Background: an optimization exercise with open tools, aiming at small area. Do not read the settings as production practice. In this exercise RTL edits were held to simulation tests only and were not proved equivalent to the original. No activity file was given, so power comes from the tool's default toggle rates.

==> flow/design.v (excerpt) <==
module top_stopwatch(
  input wire clk_100mhz,
  input wire rst,
  input wire btn_reset_raw,
  input wire btn_pause_raw,
  input wire sw_adj_raw,
  input wire sw_sel_raw,
  output wire [6:0] seg,
  output wire [3:0] an,
  output wire dp,
  output wire [3:0] led
);
Size: about 2700 sq um of cells after synthesis.
clock: 10.0 ns
lec_check: 0
abc_area: 1
cap_margin: 0
core_margin: 2
core_utilization: 40
gpl_timing_driven: 0
slew_margin: 0
standard.sh (not shown) runs the stock make flow with config.mk's settings and CLKGATE_MAP_FILE= SYNTH_SCRIPT=/design/flow/synth_recipe.tcl, a recipe that flattens the netlist after the stock synthesis.
==> flow/flow/run.sh <==
#!/bin/bash
# Own layout flow: the standard flow (standard.sh) with three changes:
#  1. after the standard synthesis (kept as is: registers, their names and
#     cells untouched), the combinational logic between the registers is
#     re-mapped by ABC with area-oriented scripts (flow/r*.abc, most of them
#     ABC's &deepsyn with different seeds); the smallest result is kept;
#  2. ports are buffered with the smallest buffer (buf_1);
#  3. clock tree synthesis without dummy loads, with small clock buffers.
# Each tool's output goes to a log file of its own in the work folder.
set -euo pipefail
W=$(pwd)
R=$W/orfs/results/${FLOW_PLATFORM:-sky130hd}/top_stopwatch/base
LIB=$FLOW_HOME/platforms/sky130hd/lib/sky130_fd_sc_hd__tt_025C_1v80.lib
source $W/flow/knobs.sh

bash standard.sh synth > $W/log_1_standard_synth.log 2>&1

# cell functions of the combinational cells (sequential cells stay black boxes)
yosys -q -p "read_liberty -ignore_miss_func $LIB; write_verilog -noattr $W/cells_all.v" > $W/log_2_cells.log 2>&1
awk '/^module /{buf=""; keep=1} {buf=buf $0 "\n"} /always|reg /{keep=0} /^endmodule/{if(keep) printf "%s\n", buf; buf=""}' \
  $W/cells_all.v > $W/cells_comb.v
DU=$(sed -n '/DONT_USE_CELLS += /,/^#/p' $FLOW_HOME/platforms/sky130hd/config.mk | grep -o "sky130_fd_sc_hd__[a-z0-9_]*" | sed 's/^/-dont_use /' | tr '\n' ' ')
cp $R/1_2_yosys.v $W/synth_standard.v
remap() {
  local n=$1
  cp $W/flow/$n.abc $W/remap_$n.abc
  yosys -p "read_liberty -lib $LIB; read_verilog -overwrite $W/cells_comb.v; read_verilog $W/synth_standard.v; \
    hierarchy -top $FLOW_TOP; flatten; proc; techmap; opt -fast -purge; \
    abc -liberty $LIB $DU -script $W/remap_$n.abc; opt_clean -purge; \
    hilomap -singleton -hicell sky130_fd_sc_hd__conb_1 HI -locell sky130_fd_sc_hd__conb_1 LO; \
    splitnets; opt_clean -purge; stat -liberty $LIB; write_verilog -noattr -nohex -nodec $W/synth_remap_$n.v" \
    > $W/log_3_remap_$n.log 2>&1 || true
}
# the scripts run NUM_CORES at a time
k=0
for s in $W/flow/r*.abc; do
  remap $(basename $s .abc) &
  k=$((k + 1))
  if (( k % ${NUM_CORES:-4} == 0 )); then wait; fi
done
wait
best=""; best_area=""
for s in $W/flow/r*.abc; do
  n=$(basename $s .abc)
  [[ -s $W/synth_remap_$n.v ]] || continue
  a=$(grep "Chip area" $W/log_3_remap_$n.log | tail -1 | awk '{print $NF}')
  [[ -n "$a" ]] || continue
  echo "$n $a" >> $W/remap_areas.txt
  if [[ -z "$best" ]] || awk -v a="$a" -v b="$best_area" 'BEGIN{exit !(a<b)}'; then best=$n; best_area=$a; fi
done
echo "chosen $best $best_area" >> $W/remap_areas.txt
cp $W/synth_remap_$best.v $R/1_2_yosys.v
rm -f $R/1_synth.odb $R/1_synth.sdc

bash standard.sh > $W/log_4_standard_rest.log 2>&1
Other scripts of this flow, unchanged in this note and not shown: flow/flow/knobs.sh, flow/flow/r0.abc, flow/flow/r1.abc, flow/flow/r2.abc, flow/flow/r3.abc, flow/flow/r4.abc, flow/flow/r5.abc, flow/flow/r6.abc, flow/flow/r7.abc, flow/flow/r8.abc
The first run ran to the end with no violations.
Rerun with:
--- a/flow/design.v
+++ b/flow/design.v
@@ -76,32 +76,32 @@
     end
   end
   wire jc_adj = is_jc(c_adj), jc_sel = is_jc(c_sel);
   wire jc_rst = is_jc(c_rst), jc_pau = is_jc(c_pau);
   wire sw_adj    = o_adj ^ (late & jc_adj);
   wire sw_sel    = o_sel ^ (late & jc_sel);
   wire btn_reset = o_rst ^ (late & jc_rst);
   wire sys_rst   = rst | btn_reset;
   wire adj_before = o_adj ^ jc_adj;
   wire rst_before = o_rst ^ jc_rst;
   wire pause_tog = f2 & o_pau & ~o_rst & (jc_pau | jc_rst);
-  wire f_r = (f == F_R);                  
-  wire adj_prev = sw_adj ^ (f1 & jc_adj);
-  wire rst_prev = btn_reset ^ (f1 & jc_rst);
-  wire m = adj_prev & ~rst_prev & ~f_r;
-  wire s = sw_sel ^ (f1 & jc_sel);
-  reg p;
+  reg m, s, p;
   always @(posedge clk_100mhz) begin
-    if (sys_rst) p <= 1'b0;
-    else if (~m & pause_tog) p <= ~p;
+    if (sys_rst) begin
+      m <= 1'b0; p <= 1'b0;
+    end else begin
+      m <= sw_adj & (m | ~pause_tog);
+      if (~m & pause_tog) p <= ~p;
+    end
   end
+  always @(posedge clk_100mhz) s <= sw_sel;
   wire use_2hz = m;
   wire sel_minutes = m & ~s;
   wire sel_seconds = m & s;
   wire is_run = ~m & ~p;
   wire count_enable = is_run & ~sw_adj;
   wire ok_before = f1 & ~rst_before;
   wire base_sec_ones = ok_before &
     (use_2hz ? (sel_seconds & after_2hz) : (is_run & ~adj_before & after_1hz));
   wire base_min_ones = ok_before & sel_minutes & after_2hz;
   reg [3:0] so, mo;
   reg [2:0] st, mt;
The changed run finished clean.
Worst setup slack gets better by 1300 ps.
Total power rises by a few percent.
Via count goes down slightly.
Final area went up slightly.
Core utilization hardly moves.
Hold slack improved by 10 ps.
Area after synthesis goes up slightly.

---

Another version of the RTL of top_stopwatch (not shown whole).
For scale: roughly 300 cells after synthesis, ~22 I/O pins.
==> flow/design.v (excerpt) <==
module top_stopwatch(
  input wire clk_100mhz,
  input wire rst,
  input wire btn_reset_raw,
  input wire btn_pause_raw,
  input wire sw_adj_raw,
  input wire sw_sel_raw,
  output wire [6:0] seg,
  output wire [3:0] an,
  output wire dp,
  output wire [3:0] led
);
  localparam [5:0] F_R = 6'b011011, F_S1 = 6'b001001, F_S2 = 6'b101101,
                   F_S48 = 6'b001110, F_S49 = 6'b100010, F_J = 6'b111011;
  localparam [6:0] L_R = 7'b0001001, L_S99 = 7'b0011011, L_J = 7'b1001001;
  localparam [11:0] B_R = 12'b011110100011, B_J = 12'b111110100011;
  reg [5:0] f;
  reg [6:0] l;
  reg h;
  reg [11:0] b;
  wire tick_fast = (f == F_J);
  wire upd       = ~f[5] & ~f[4] & f[2] & f[1];  
  wire f1        = ~f[5] & ~f[4] & f[3] & ~f[2] & ~f[1];  
  wire f2        = (f == F_S2);
  wire l99       = (l == L_S99);
  wire tick_2hz  = tick_fast & l99;
  wire tick_1hz  = tick_2hz & h;
  wire tick_blink = &{b[11:7], ~b[6], b[5], ~b[4], ~b[3], b[0]};  
  wire after_2hz = f1 & (l == L_J);
  wire after_1hz = after_2hz & ~h;
  always @(posedge clk_100mhz) begin
  ...
export LEC_CHECK = 0
export ABC_AREA = 1
export CAP_MARGIN = 0
export CORE_MARGIN = 2
export CORE_UTILIZATION = 40
export GPL_TIMING_DRIVEN = 0
export SLEW_MARGIN = 0
create_clock -name core_clock -period 10.0 [get_ports {clk_100mhz}]
==> flow/flow/run.sh <==
#!/bin/bash
# Own layout flow: the standard flow (standard.sh) with three changes:
#  1. after the standard synthesis (kept as is: registers, their names and
#     cells untouched), the combinational logic between the registers is
#     re-mapped by ABC with area-oriented scripts (flow/r0.abc, and ABC's
#     &deepsyn with 32 seeds); the smallest result is kept;
#  2. ports are buffered with the smallest buffer (buf_1);
#  3. clock tree synthesis without dummy loads, with small clock buffers.
# Each tool's output goes to a log file of its own in the work folder.
set -euo pipefail
W=$(pwd)
R=$W/orfs/results/${FLOW_PLATFORM:-sky130hd}/top_stopwatch/base
LIB=$FLOW_HOME/platforms/sky130hd/lib/sky130_fd_sc_hd__tt_025C_1v80.lib
source $W/flow/knobs.sh

bash standard.sh synth > $W/log_1_standard_synth.log 2>&1

# cell functions of the combinational cells (sequential cells stay black boxes)
yosys -q -p "read_liberty -ignore_miss_func $LIB; write_verilog -noattr $W/cells_all.v" > $W/log_2_cells.log 2>&1
awk '/^module /{buf=""; keep=1} {buf=buf $0 "\n"} /always|reg /{keep=0} /^endmodule/{if(keep) printf "%s\n", buf; buf=""}' \
  $W/cells_all.v > $W/cells_comb.v
DU=$(sed -n '/DONT_USE_CELLS += /,/^#/p' $FLOW_HOME/platforms/sky130hd/config.mk | grep -o "sky130_fd_sc_hd__[a-z0-9_]*" | sed 's/^/-dont_use /' | tr '\n' ' ')
cp $R/1_2_yosys.v $W/synth_standard.v
remap() {
  local n=$1
  cp $W/flow_$n.abc $W/remap_$n.abc
  yosys -p "read_liberty -lib $LIB; read_verilog -overwrite $W/cells_comb.v; read_verilog $W/synth_standard.v; \
    hierarchy -top $FLOW_TOP; flatten; proc; techmap; opt -fast -purge; \
    abc -liberty $LIB $DU -script $W/remap_$n.abc; opt_clean -purge; \
    hilomap -singleton -hicell sky130_fd_sc_hd__conb_1 HI -locell sky130_fd_sc_hd__conb_1 LO; \
    splitnets; opt_clean -purge; stat -liberty $LIB; write_verilog -noattr -nohex -nodec $W/synth_remap_$n.v" \
    > $W/log_3_remap_$n.log 2>&1 || true
}
# ABC scripts: flow/r0.abc, and &deepsyn (5 s) with seeds 1..32 followed by
# amap; they run NUM_CORES at a time
for i in $(seq 1 32); do
  echo "strash; &get -n; &deepsyn -T 5 -S $i; &put; strash; amap" > $W/flow_ds$i.abc
done
names="r0"; for i in $(seq 1 32); do names="$names ds$i"; done
cp $W/flow/r0.abc $W/flow_r0.abc
k=0
for n in $names; do
  remap $n &
  k=$((k + 1))
  if (( k % ${NUM_CORES:-4} == 0 )); then wait; fi
done
wait
best=""; best_area=""
for n in $names; do
  [[ -s $W/synth_remap_$n.v ]] || continue
  a=$(grep "Chip area" $W/log_3_remap_$n.log | tail -1 | awk '{print $NF}')
  [[ -n "$a" ]] || continue
  echo "$n $a" >> $W/remap_areas.txt
  if [[ -z "$best" ]] || awk -v a="$a" -v b="$best_area" 'BEGIN{exit !(a<b)}'; then best=$n; best_area=$a; fi
done
echo "chosen $best $best_area" >> $W/remap_areas.txt
cp $W/synth_remap_$best.v $R/1_2_yosys.v
rm -f $R/1_synth.odb $R/1_synth.sdc

bash standard.sh > $W/log_4_standard_rest.log 2>&1
Other scripts of this flow, unchanged in this note and not shown: flow/flow/knobs.sh, flow/flow/r0.abc
Change:
--- a/flow/design.v
+++ b/flow/design.v
@@ -12,82 +12,82 @@
 );
   localparam [5:0] F_R = 6'b011011, F_S1 = 6'b001001, F_S2 = 6'b101101,
                    F_S48 = 6'b001110, F_S49 = 6'b100010, F_J = 6'b111011;
   localparam [6:0] L_R = 7'b0001001, L_S99 = 7'b0011011, L_J = 7'b1001001;
   localparam [11:0] B_R = 12'b011110100011, B_J = 12'b111110100011;
   reg [5:0] f;
   reg [6:0] l;
   reg h;
   reg [11:0] b;
   wire tick_fast = (f == F_J);
   wire upd       = ~f[5] & ~f[4] & f[2] & f[1];  
+  wire late      = (f[5] & ~f[3] & ~f[2] & f[1] & ~f[0]) | tick_fast;  
   wire f1        = ~f[5] & ~f[4] & f[3] & ~f[2] & ~f[1];  
   wire f2        = (f == F_S2);
   wire l99       = (l == L_S99);
   wire tick_2hz  = tick_fast & l99;
   wire tick_1hz  = tick_2hz & h;
   wire tick_blink = &{b[11:7], ~b[6], b[5], ~b[4], ~b[3], b[0]};  
   wire after_2hz = f1 & (l == L_J);
   wire after_1hz = after_2hz & ~h;
   always @(posedge clk_100mhz) begin
     if (rst) begin
       f <= F_R; l <= L_R; h <= 1'b0; b <= B_R;
     end else begin
       f <= {~f[4:0], f[5] ^ f[0] ^ tick_fast};
       if (tick_fast) l <= {~l[5:0], l[6] ^ l[0] ^ (l == L_J)};
       if (tick_2hz) h <= ~h;
       b <= {~b[10:0], b[11] ^ b[2] ^ b[0] ^ tick_blink};
     end
   end
   function [3:0] c_nxt;
     input [3:0] c;
     input x;
     begin
-      c_nxt[0] = (c[2] & c[3] & x) | (~c[1] & ~c[2] & ~c[3] & x);
-      c_nxt[1] = ~((~c[0] & x));
+      c_nxt[0] = ~((~x) | (c[2] & c[3]) | (c[0] & ~c[2] & ~c[3]) | (~c[0] & ~c[1] & ~c[2]));
+      c_nxt[1] = ~((c[0] & x));
       c_nxt[2] = (~c[1] & x);
-      c_nxt[3] = ~((~c[2] & x));
+      c_nxt[3] = ~((c[2] & x));
     end
   endfunction
   function is_jc;
     input [3:0] c;
-    is_jc = (c[1] & ~c[2] & ~c[3]);
+    is_jc = (~c[0] & ~c[2] & ~c[3]);
+  endfunction
+  function is_10;
+    input [3:0] c;
+    is_10 = (c[1] & c[2] & c[3]);
   endfunction
   localparam [3:0] C_S = 4'd10;
   reg o_adj, o_sel, o_rst, o_pau;
   reg [3:0] c_adj, c_sel, c_rst, c_pau;
   wire x_adj = sw_adj_raw ^ o_adj, x_sel = sw_sel_raw ^ o_sel;
   wire x_rst = btn_reset_raw ^ o_rst, x_pau = btn_pause_raw ^ o_pau;
   wire [3:0] n_adj = c_nxt(c_adj, x_adj), n_sel = c_nxt(c_sel, x_sel);
   wire [3:0] n_rst = c_nxt(c_rst, x_rst), n_pau = c_nxt(c_pau, x_pau);
-  wire jc_adj = is_jc(c_adj), jc_sel = is_jc(c_sel);
-  wire jc_rst = is_jc(c_rst), jc_pau = is_jc(c_pau);
   always @(posedge clk_100mhz) begin
     if (rst) begin
       o_adj <= 1'b0; o_sel <= 1'b0; o_rst <= 1'b0; o_pau <= 1'b0;
       c_adj <= C_S; c_sel <= C_S; c_rst <= C_S; c_pau <= C_S;
-    end else begin
-      if (upd) begin
-        c_adj <= n_adj; c_sel <= n_sel; c_rst <= n_rst; c_pau <= n_pau;
-      end
-      if (tick_fast) begin
-        if (jc_adj) o_adj <= ~o_adj;
-        if (jc_sel) o_sel <= ~o_sel;
-        if (jc_rst) o_rst <= ~o_rst;
-        if (jc_pau) o_pau <= ~o_pau;
-      end
+    end else if (upd) begin
+      c_adj <= n_adj; if (x_adj && is_10(c_adj)) o_adj <= ~o_adj;
+      c_sel <= n_sel; if (x_sel && is_10(c_sel)) o_sel <= ~o_sel;
+      c_rst <= n_rst; if (x_rst && is_10(c_rst)) o_rst <= ~o_rst;
+      c_pau <= n_pau; if (x_pau && is_10(c_pau)) o_pau <= ~o_pau;
     end
   end
-  wire sw_adj    = o_adj;
-  wire sw_sel    = o_sel;
-  wire btn_reset = o_rst;
+  wire jc_adj = is_jc(c_adj), jc_sel = is_jc(c_sel);
+  wire jc_rst = is_jc(c_rst), jc_pau = is_jc(c_pau);
+  wire sw_adj    = o_adj ^ (late & jc_adj);
+  wire sw_sel    = o_sel ^ (late & jc_sel);
+  wire btn_reset = o_rst ^ (late & jc_rst);
   wire sys_rst   = rst | btn_reset;
   wire adj_before = o_adj ^ jc_adj;
   wire rst_before = o_rst ^ jc_rst;
   wire pause_tog = f2 & o_pau & ~o_rst & (jc_pau | jc_rst);
   wire f_r = (f == F_R);                  
   wire adj_prev = sw_adj ^ (f1 & jc_adj);
   wire rst_prev = btn_reset ^ (f1 & jc_rst);
   wire m = adj_prev & ~rst_prev & ~f_r;
   wire s = sw_sel ^ (f1 & jc_sel);
   reg p;
   always @(posedge clk_100mhz) begin
Result: The changed run produced a clean layout; final area is higher by 3.2%; cell count rose by 3.9%; combinational power barely changes; setup slack got worse by 0.55 ns; wire length is higher by 4.9%; non-clock buffer count is unchanged; via count goes up by 4.7%; utilization came out higher by 0.64 points; flip-flop and latch count is unchanged; clock power is about the same; count of clock-buffer cells in the layout stays the same.

-- port drivers added, routing unchanged --
Ports are ideal in the flow. The routed layouts listed here were re-timed in OpenROAD.
Step 1, drivers: a clkbuf_16 drives clk_100mhz and a buf_2 each remaining input, both assumed.
Step 2 also shifts input and output timing later by t, the mid clock arrival at the registers, as if the neighbouring blocks saw the same clock.
a / b / c = no drivers / after step 1 / after step 2; a / b = the first two.
run	t, ns	setup WS [ns]	clock arrival spread, ns	worst data-port slew with drivers (ns)
the first run of note 1	0.417	4.445 / 4.419 / 4.836	0.024 / 0.024	0.03
the second run of note 1	0.414	5.772 / 5.745 / 6.016	0.028 / 0.028	0.03
the first run of note 2	0.415	5.080 / 5.054 / 5.223	0.034 / 0.035	0.03
the second run of note 2	0.412	4.530 / 4.504 / 4.916	0.024 / 0.025	0.03
After both steps every run listed still meets setup and hold.
